What follows belongs to an exercise in optimizing a design on an open flow for small area and a short achievable clock period; a production flow would make more cautious choices. Where RTL was checked, it was by simulation tests only, not by an equivalence proof against the original. Power is estimated from default activity; no workload was simulated.

## fpu16_top
module fpu16_top(
    input         aclk,
    input  [15:0] a,
    input  [15:0] b,
    input         a_valid,
    input         b_valid,
    output [15:0] add_result,
    output        add_valid,
    output [15:0] sub_result,
    output        sub_valid,
    output [15:0] mul_result,
    output        mul_valid,
    output [7:0]  cmp_result,
    output        cmp_valid
    );
Size in the first run: ~2500 cells after synthesis, about 95 I/O pins.
Settings: LEC_CHECK=0, ABC_AREA=1, CAP_MARGIN=20, CORE_MARGIN=2, CORE_UTILIZATION=55, SETUP_SLACK_MARGIN=5.0, SLEW_MARGIN=20; clock period 8.0 ns.
standard.sh (not shown) runs the stock make flow with config.mk's settings and CLKGATE_MAP_FILE= SYNTH_SCRIPT=/design/flow/synth_recipe.tcl, a recipe that flattens the netlist after the stock synthesis.
==> flow/flow/run.sh <==
#!/bin/bash
# The standard layout, with buf_2 cells as the port buffers and setup repair
# aimed at a 2.65 ns period (slack margin 5.35 ns at the 8 ns clock).
set -euo pipefail
bash standard.sh SETUP_SLACK_MARGIN=5.24 "BUFFER_PORTS_ARGS=-buffer_cell sky130_fd_sc_hd__buf_2" finish > standard.log 2>&1
The baseline went through all stages and came out clean.
Change:
==> flow/flow/run.sh (replaced) <==
#!/bin/bash
# The standard layout, with buf_2 cells as the port buffers.
set -euo pipefail
bash standard.sh SETUP_SLACK_MARGIN=5.35 "BUFFER_PORTS_ARGS=-buffer_cell sky130_fd_sc_hd__buf_2" finish > standard.log 2>&1
- CORE_UTILIZATION: 55 -> 65
=>
- clock skew falls by 0.0093 ns
- clock power goes up by about 3%
- die area falls by 15%
- sequential share of layout area goes down by 0.68 points
- synthesized cell count stays the same
- worst hold slack improved by 0.0053 ns
- global-route usage is higher by 4.8 points
- worst setup slack degrades by 0.038 ns
- wire length is higher by 1.1%
- utilization rises by 14 points
- cell area increases by 2.1%
Change:
- CORE_UTILIZATION: 65 -> 55
Synthesized area stays the same.
Final cell count grows by 2.2%.
Worst setup slack gains 0.070 ns.
Clock power barely changes.
Maximum frequency increases by 2.6%.
Change:
==> flow/flow/run.sh (replaced) <==
#!/bin/bash
# The standard layout, with buf_2 cells as the port buffers and setup repair
# aimed at a 2.65 ns period (slack margin 5.35 ns at the 8 ns clock).
set -euo pipefail
bash standard.sh SETUP_SLACK_MARGIN=5.28 "BUFFER_PORTS_ARGS=-buffer_cell sky130_fd_sc_hd__buf_2" finish > standard.log 2>&1
What happened: Sequential power stays flat; total power drops slightly; die area is unchanged; clock skew came out higher by 0.0054 ns; count of clock-buffer cells in the layout goes down by 1; setup slack loses 0.0043 ns; routed wire length stays flat; worst hold slack hardly moves.

* * *

Setup of P:
fpu16_top again, from the RTL that the note above started with.
Settings: LEC_CHECK=0, ABC_AREA=1, CAP_MARGIN=20, CORE_MARGIN=2, CORE_UTILIZATION=55, SETUP_SLACK_MARGIN=5.0, SLEW_MARGIN=20; clock period 8.0 ns.
==> flow/flow/run.sh <==
#!/bin/bash
set -euo pipefail
bash standard.sh SETUP_SLACK_MARGIN=5.35 "BUFFER_PORTS_ARGS=-buffer_cell sky130_fd_sc_hd__buf_2" "CTS_ARGS=-sink_clustering_enable -repair_clock_nets -root_buf sky130_fd_sc_hd__clkbuf_16 -buf_list sky130_fd_sc_hd__clkbuf_8" finish > standard.log 2>&1
Input-level comparison between Q and P:
Settings: CTS_CLUSTER_SIZE now 30, previously not set; CTS_CLUSTER_DIAMETER now 100, previously not set.
==> flow/flow/run.sh <==
#!/bin/bash
# The standard layout, with buf_2 cells as the port buffers and setup repair
# aimed at a 2.72 ns period (slack margin 5.28 ns at the 8 ns clock).
set -euo pipefail
bash standard.sh SETUP_SLACK_MARGIN=5.28 "BUFFER_PORTS_ARGS=-buffer_cell sky130_fd_sc_hd__buf_2" finish > standard.log 2>&1
## What came out
Q reached the end of the flow, and the finished layout is clean on the timing, design-rule and antenna checks. As of Q, clock buffer count had fallen by more than half compared to P. Q: non-clock buffer total of the final layout is 3 lower than what P reported. Q vs P: non-filler instance count after layout down by a few percent. From P to Q the numbers moved as follows: cell area after placement essentially unchanged, largest net degree at the start of global routing stayed essentially flat. [Q] peak supply drop rose 0.0034 mV relative to P. From P to Q the numbers moved as follows: die extent in x now sits at about the same level, worst setup slack +15 ps. Relative to P, layout-stage area growth over the synthesis result has decreased by 6.1 points in Q. Q — number of search-and-repair iterations in the first detailed-routing pass 1 higher, P as reference. Looking at detailed-route vias per instance across Q and P, the one that comes out lower is P.
Input-level comparison between R and Q:
diff --git a/flow/flow/run.sh b/flow/flow/run.sh
--- a/flow/flow/run.sh
+++ b/flow/flow/run.sh
@@ -3 +3 @@
-# aimed at a 2.72 ns period (slack margin 5.28 ns at the 8 ns clock).
+# aimed at a 2.65 ns period (slack margin 5.35 ns at the 8 ns clock).
==> summary.txt <==
Q -> R: via count delta 0, exact match. Compared R against Q; final period demand of the worst path within noise. Comparing R against Q, there is no change at all in global-route wire length before repair.
Changes in S relative to R:
Settings: ABC_AREA: 1 -> 0.
diff --git a/flow/flow/run.sh b/flow/flow/run.sh
--- a/flow/flow/run.sh
+++ b/flow/flow/run.sh
@@ -3 +3 @@
-# aimed at a 2.65 ns period (slack margin 5.35 ns at the 8 ns clock).
+# aimed at a 2.72 ns period (slack margin 5.28 ns at the 8 ns clock).
## What came out
- Compared with R, in S fraction of final layout cells sized beyond drive strength 1 saw an increase; average detailed-routed wire length per instance saw an increase; cell area after layout saw an increase; synthesized cell count saw a decrease; design internal power saw an increase.
- The slowest library cell on the worst path comes out sky130_fd_sc_hd__fa_1 in one run and sky130_fd_sc_hd__dfxtp_4 in the other, namely in R and S respectively.
- Highest routed metal layer: met4 -> S, met5 -> R

* * *

Setup of sierra:
fpu16_top again, from the RTL that the note above started with.
==> flow/config.mk <==
export PLATFORM = sky130hd
export DESIGN_NAME = fpu16_top
export DESIGN_NICKNAME = fpu16_top
export VERILOG_FILES = /design/flow/design.v
export SDC_FILE = /design/flow/constraint.sdc
export NUM_CORES = 4
export LEC_CHECK = 0
export ABC_AREA = 1
export CAP_MARGIN = 20
export CORE_MARGIN = 2
export CORE_UTILIZATION = 50
export CTS_CLUSTER_DIAMETER = 100
export CTS_CLUSTER_SIZE = 30
export SETUP_SLACK_MARGIN = 5.0
export SLEW_MARGIN = 20
==> flow/constraint.sdc <==
create_clock -name core_clock -period 8.0 [get_ports {aclk}]
set_input_delay 1.6000 -clock core_clock [delete_from_list [all_inputs] [get_ports {aclk}]]
set_output_delay 1.6000 -clock core_clock [all_outputs]
set_load 0.01 [all_outputs]
==> flow/flow/run.sh <==
#!/bin/bash
# The standard layout, with buf_2 cells as the port buffers and setup repair
# aimed at a 2.72 ns period (slack margin 5.28 ns at the 8 ns clock).
set -euo pipefail
bash standard.sh SETUP_SLACK_MARGIN=5.28 "BUFFER_PORTS_ARGS=-buffer_cell sky130_fd_sc_hd__buf_2" finish > standard.log 2>&1
diff inputs: sierra => violet
- CORE_UTILIZATION: 50 -> 55
- CTS_CLUSTER_SIZE: 30 -> 25
- CTS_CLUSTER_DIAMETER: 100 -> 80
diff --git a/flow/flow/run.sh b/flow/flow/run.sh
--- a/flow/flow/run.sh
+++ b/flow/flow/run.sh
@@ -3 +3 @@
-# aimed at a 2.72 ns period (slack margin 5.28 ns at the 8 ns clock).
+# aimed at a 2.65 ns period (slack margin 5.35 ns at the 8 ns clock).
[summary]
violet completed end to end with timing, DRC and antenna clean. Looking at cell area across violet and sierra, the one that comes out higher is violet. [violet vs sierra] number of core rows: lower in violet. violet vs. sierra: number of buffer and inverter instances along the worst setup path now sits lower, wire length on met1 now sits lower. Going from sierra to violet, pin slew with the least headroom to its limit grows by 49 ps. Final wirelength ended up about 0.6% higher on violet than on sierra. Delta (violet minus sierra): final cell utilization of the core rose 5.9 points; wire length of the first global-routing pass about even.
> inputs changed (violet -> tundra)
- changing CTS_CLUSTER_DIAMETER from 80 to 100
- changing CTS_CLUSTER_SIZE from 25 to 30
- changing CORE_UTILIZATION from 55 to 60
diff --git a/flow/flow/run.sh b/flow/flow/run.sh
--- a/flow/flow/run.sh
+++ b/flow/flow/run.sh
@@ -3 +3 @@
-# aimed at a 2.65 ns period (slack margin 5.35 ns at the 8 ns clock).
+# aimed at a 2.72 ns period (slack margin 5.28 ns at the 8 ns clock).
## What came out
- Looking at the reports, tundra completed the entire flow and the layout it produced met the timing, design-rule and antenna checks.
- Between violet and tundra, the flow reports total power decreasing by a few percent.
- In the reports for violet and tundra, the larger insertion delay of the later-clocked pin in the worst-skew pair belongs to violet.
- Total met2 wirelength after detailed routing in tundra is 3.5% below violet.
- In tundra, final cell count is lower than in violet.
- violet -> tundra: non-clock buffer count increased slightly
- Summary of tundra over violet: clock network fraction of total power saw a decrease, total global-route track usage up 1.9 points.
- Taking violet as the reference, in tundra number of clock buffer instances in the layout has decreased; end-of-flow core utilization has increased; synthesis-to-layout area growth has decreased; area occupied by multi-input gates has remained practically unchanged.
### tundra -> pepper
- clearing CTS_CLUSTER_SIZE, which used to be 30
- clearing CTS_CLUSTER_DIAMETER, which used to be 100
- swapping 60 for 55 in CORE_UTILIZATION
==> flow/flow/run.sh <==
#!/bin/bash
# The standard layout, with buf_2 cells as the port buffers and setup repair
# aimed at a 2.65 ns period (slack margin 5.35 ns at the 8 ns clock).
set -euo pipefail
bash standard.sh SETUP_SLACK_MARGIN=5.35 "BUFFER_PORTS_ARGS=-buffer_cell sky130_fd_sc_hd__buf_2" finish > standard.log 2>&1
Findings:
Per the comparison of pepper with tundra, cell area after synthesis saw little to no change, count of clock-buffer cells in the layout saw an increase, starting density of the core saw a decrease.
XOR/XNOR share of the synthesized area: pepper vs tundra — no meaningful difference
tundra reports its worst setup path startpoint as l1[3] while pepper reports l1[9].
Smallest setup slack after layout: tundra and pepper compared, lower one is tundra
What pepper reported for wire length of the first global-routing pass has to be multiplied by 0.947 to get the figure for tundra.
Inputs modified between pepper and lagoon:
==> flow/flow/run.sh <==
#!/bin/bash
# The standard layout, with buf_2 cells as the port buffers and setup repair
# aimed at a 2.65 ns period (slack margin 5.35 ns at the 8 ns clock).
set -euo pipefail
bash standard.sh SETUP_SLACK_MARGIN=5.35 "BUFFER_PORTS_ARGS=-buffer_cell sky130_fd_sc_hd__buf_1" finish > standard.log 2>&1
==> summary.txt <==
No stage failed in lagoon, and the final checks on the layout all came back clean. Summary of the comparison: share of the final layout cell area in multi-input gates is higher in lagoon, relative to pepper. The worst slack at placement in lagoon was lower than what pepper gave. In the final reports, the cell area of lagoon is larger than that of pepper. Clock-buffer cell count: lagoon vs pepper down 5. Comparing pepper with lagoon, the overall fraction of global-route tracks in use came out essentially unchanged. Minimum clock period after layout essentially unchanged between pepper and lagoon. Start point of the critical path = l1[7]: lagoon; start point of the critical path = l1[9]: pepper.

* * *

Another version of the RTL of fpu16_top (not shown whole).
Size in the first run: ~2400 cells after synthesis, ~95 I/O pins, about 20000 um2 of cells after synthesis.
==> flow/design.v (excerpt) <==
module fpu16_top(
    input         aclk,
    input  [15:0] a,
    input  [15:0] b,
    input         a_valid,
    input         b_valid,
    output [15:0] add_result,
    output        add_valid,
    output [15:0] sub_result,
    output        sub_valid,
    output [15:0] mul_result,
    output        mul_valid,
    output [7:0]  cmp_result,
    output        cmp_valid
    );
export LEC_CHECK = 0
export ABC_AREA = 1
export CAP_MARGIN = 20
export CORE_MARGIN = 2
export CORE_UTILIZATION = 60
export CTS_CLUSTER_DIAMETER = 100
export CTS_CLUSTER_SIZE = 30
export PLACE_DENSITY = 0.5
export SETUP_SLACK_MARGIN = 5.0
export SLEW_MARGIN = 20
create_clock -name core_clock -period 8.0 [get_ports {aclk}]
==> flow/flow/run.sh <==
#!/bin/bash
# The standard layout, with buf_2 cells as the port buffers and setup repair
# aimed at a 2.64 ns period (slack margin 5.36 ns at the 8 ns clock).
set -euo pipefail
bash standard.sh SETUP_SLACK_MARGIN=5.36 "BUFFER_PORTS_ARGS=-buffer_cell sky130_fd_sc_hd__buf_2" finish > standard.log 2>&1
Change:
- PLACE_DENSITY: 0.5 -> not set
Effect:
- The changed run passed the timing, design-rule and antenna checks
- wire length does not change
- fmax is unchanged
- via count stays the same
- final area does not change
- register-to-register slack is about the same
- global-route usage stays the same

* * *

the baseline:
fpu16_top, a different RTL version from the one above (not shown whole).
Size in the first run: ~2,400 cells after synthesis, about 380 flip-flops.
// fpu16_top
module fpu16_top(
    input         aclk,
    input  [15:0] a,
    input  [15:0] b,
    input         a_valid,
    input         b_valid,
    output [15:0] add_result,
    output        add_valid,
    output [15:0] sub_result,
    output        sub_valid,
    output [15:0] mul_result,
    output        mul_valid,
    output [7:0]  cmp_result,
    output        cmp_valid
    );
    reg v0, v1, v2, v3, v4, v5;
    always @(posedge aclk) begin
        v0 <= a_valid & b_valid;
        v1 <= v0; v2 <= v1; v3 <= v2; v4 <= v3; v5 <= v4;
    end
    reg [15:0] a0, b0;
    reg cmp_q;
    wire ge;
    fpu_cmp_core u_cmp(.a(a), .b(b), .ge(ge));
    always @(posedge aclk) begin
        a0 <= a;
        b0 <= b;
        cmp_q <= ge;
    end
    assign cmp_result = {7'b0, cmp_q};
    assign cmp_valid = v0;
    wire a_gt, a_eq;
    mag_cmp15 u_agt(.x(a0[14:0]), .y(b0[14:0]), .gt(a_gt), .eq(a_eq));
    wire h_a0 = |a0[14:10];
    wire h_b0 = |b0[14:10];
    reg [14:0] l1, s1;
    reg ls1, es1, fs1, hl1, hs1;
    always @(posedge aclk) begin
        l1  <= a_gt ? a0[14:0] : b0[14:0];
        s1  <= a_gt ? b0[14:0] : a0[14:0];
        ls1 <= a_gt ? a0[15] : b0[15];
        es1 <= a0[15] ^ b0[15];
        fs1 <= a_gt ? a0[15] : ~b0[15];
        hl1 <= a_gt ? h_a0 : h_b0;
        hs1 <= a_gt ? h_b0 : h_a0;
    end
    wire [4:0] le1 = {l1[14:11], l1[10] | ~hl1};
    wire [4:0] se1 = {s1[14:11], s1[10] | ~hs1};
    wire [4:0] diff1 = le1 - se1;
    wire [3:0] d1 = (diff1 > 5'd14) ? 4'd14 : diff1[3:0];
    wire [13:0] s_ext = {hs1, s1[9:0], 3'b0};
    wire [13:0] s_shr = s_ext >> d1;
  ...
export LEC_CHECK = 0
export ABC_AREA = 1
export CAP_MARGIN = 20
export CORE_MARGIN = 2
export CORE_UTILIZATION = 40
export CTS_BUF_LIST = sky130_fd_sc_hd__clkbuf_4
export SETUP_SLACK_MARGIN = 5.0
export SLEW_MARGIN = 20
create_clock -name core_clock -period 8.0 [get_ports {aclk}]
==> flow/flow/run.sh <==
#!/bin/bash
# The standard layout, with buf_2 cells as the port buffers.
set -euo pipefail
bash standard.sh "BUFFER_PORTS_ARGS=-buffer_cell sky130_fd_sc_hd__buf_2" finish > standard.log 2>&1
Input changes introduced in the candidate (baseline for comparison: the baseline):
==> flow/run.sh (new file) <==
#!/bin/bash
# synth_recipe.tcl (not shown) runs the flow's synth.tcl, then flattens the netlist and writes it again
# the make line also repeats each setting of config.mk as NAME=value (left out here)
make -C /OpenROAD-flow-scripts/flow DESIGN_CONFIG=/design/flow/config.mk WORK_HOME=/design/flow/orfs CLKGATE_MAP_FILE= SYNTH_SCRIPT=/design/flow/synth_recipe.tcl finish
removed: flow/flow/run.sh
removed: flow/standard.sh
Findings:
The candidate finished every stage and its layout cleared the timing, design-rule and antenna checks.
[the candidate] area growth from synthesis to layout rose 1.7 points relative to the baseline
Power ended up about 3% higher on the candidate than on the baseline.
Going from the baseline to the candidate, relative contribution of sequential cells to total power shrinks by 0.7 points.
Function was not checked in any run of this note: the RTL went through the layout flow alone.

[what the ideal ports hide]
No port has a modelled driver above. Below, the same layouts with a new extraction and two added sets of constraints. Step 1: set_driving_cell puts a clkbuf_16 on aclk and a buf_2 on each other input, an assumption about the parent block. Step 2 moves the port delays by t, midway between the first and last clock arrival at a register: inputs arrive t later, outputs are due t later. That takes back most of the time a late clock gives input paths. a / b / c = ideal ports / drivers / drivers and shift; a / b = the first two.
run	t, ns	setup WS [ns]	worst setup path at the end
the first run of note 1	0.607	5.288 / 5.288 / 4.999	input to register
the second run of note 1	0.568	5.250 / 5.250 / 4.981	input to register
the third run of note 1	0.615	5.320 / 5.320 / 4.965	input to register
the fourth run of note 1	0.608	5.316 / 5.316 / 4.999	input to register
P	0.591	5.329 / 5.329 / 4.974	input to register
Q	0.601	5.343 / 5.322 / 5.013	input to register
R	0.601	5.343 / 5.322 / 5.013	input to register
S	0.565	5.222 / 5.222 / 4.728	input to register
sierra	0.588	5.337 / 5.337 / 4.958	input to register
violet	0.617	5.268 / 5.268 / 5.008	input to register
tundra	0.574	5.315 / 5.315 / 4.992	input to register
pepper	0.615	5.320 / 5.320 / 4.965	input to register
lagoon	0.617	5.319 / 5.319 / 4.991	input to register
the first run of note 4	0.579	5.397 / 5.348 / 4.894	input to register
the second run of note 4	0.579	5.397 / 5.348 / 4.894	input to register
the baseline	0.859	5.117 / 5.064 / 4.743	input to register
the candidate	0.871	5.092 / 5.049 / 4.372	input to register
After both steps every run listed still meets setup and hold. The setup slack of the candidate, which loses most, moves by -0.043 ns with the drivers and by -0.720 ns with both steps.
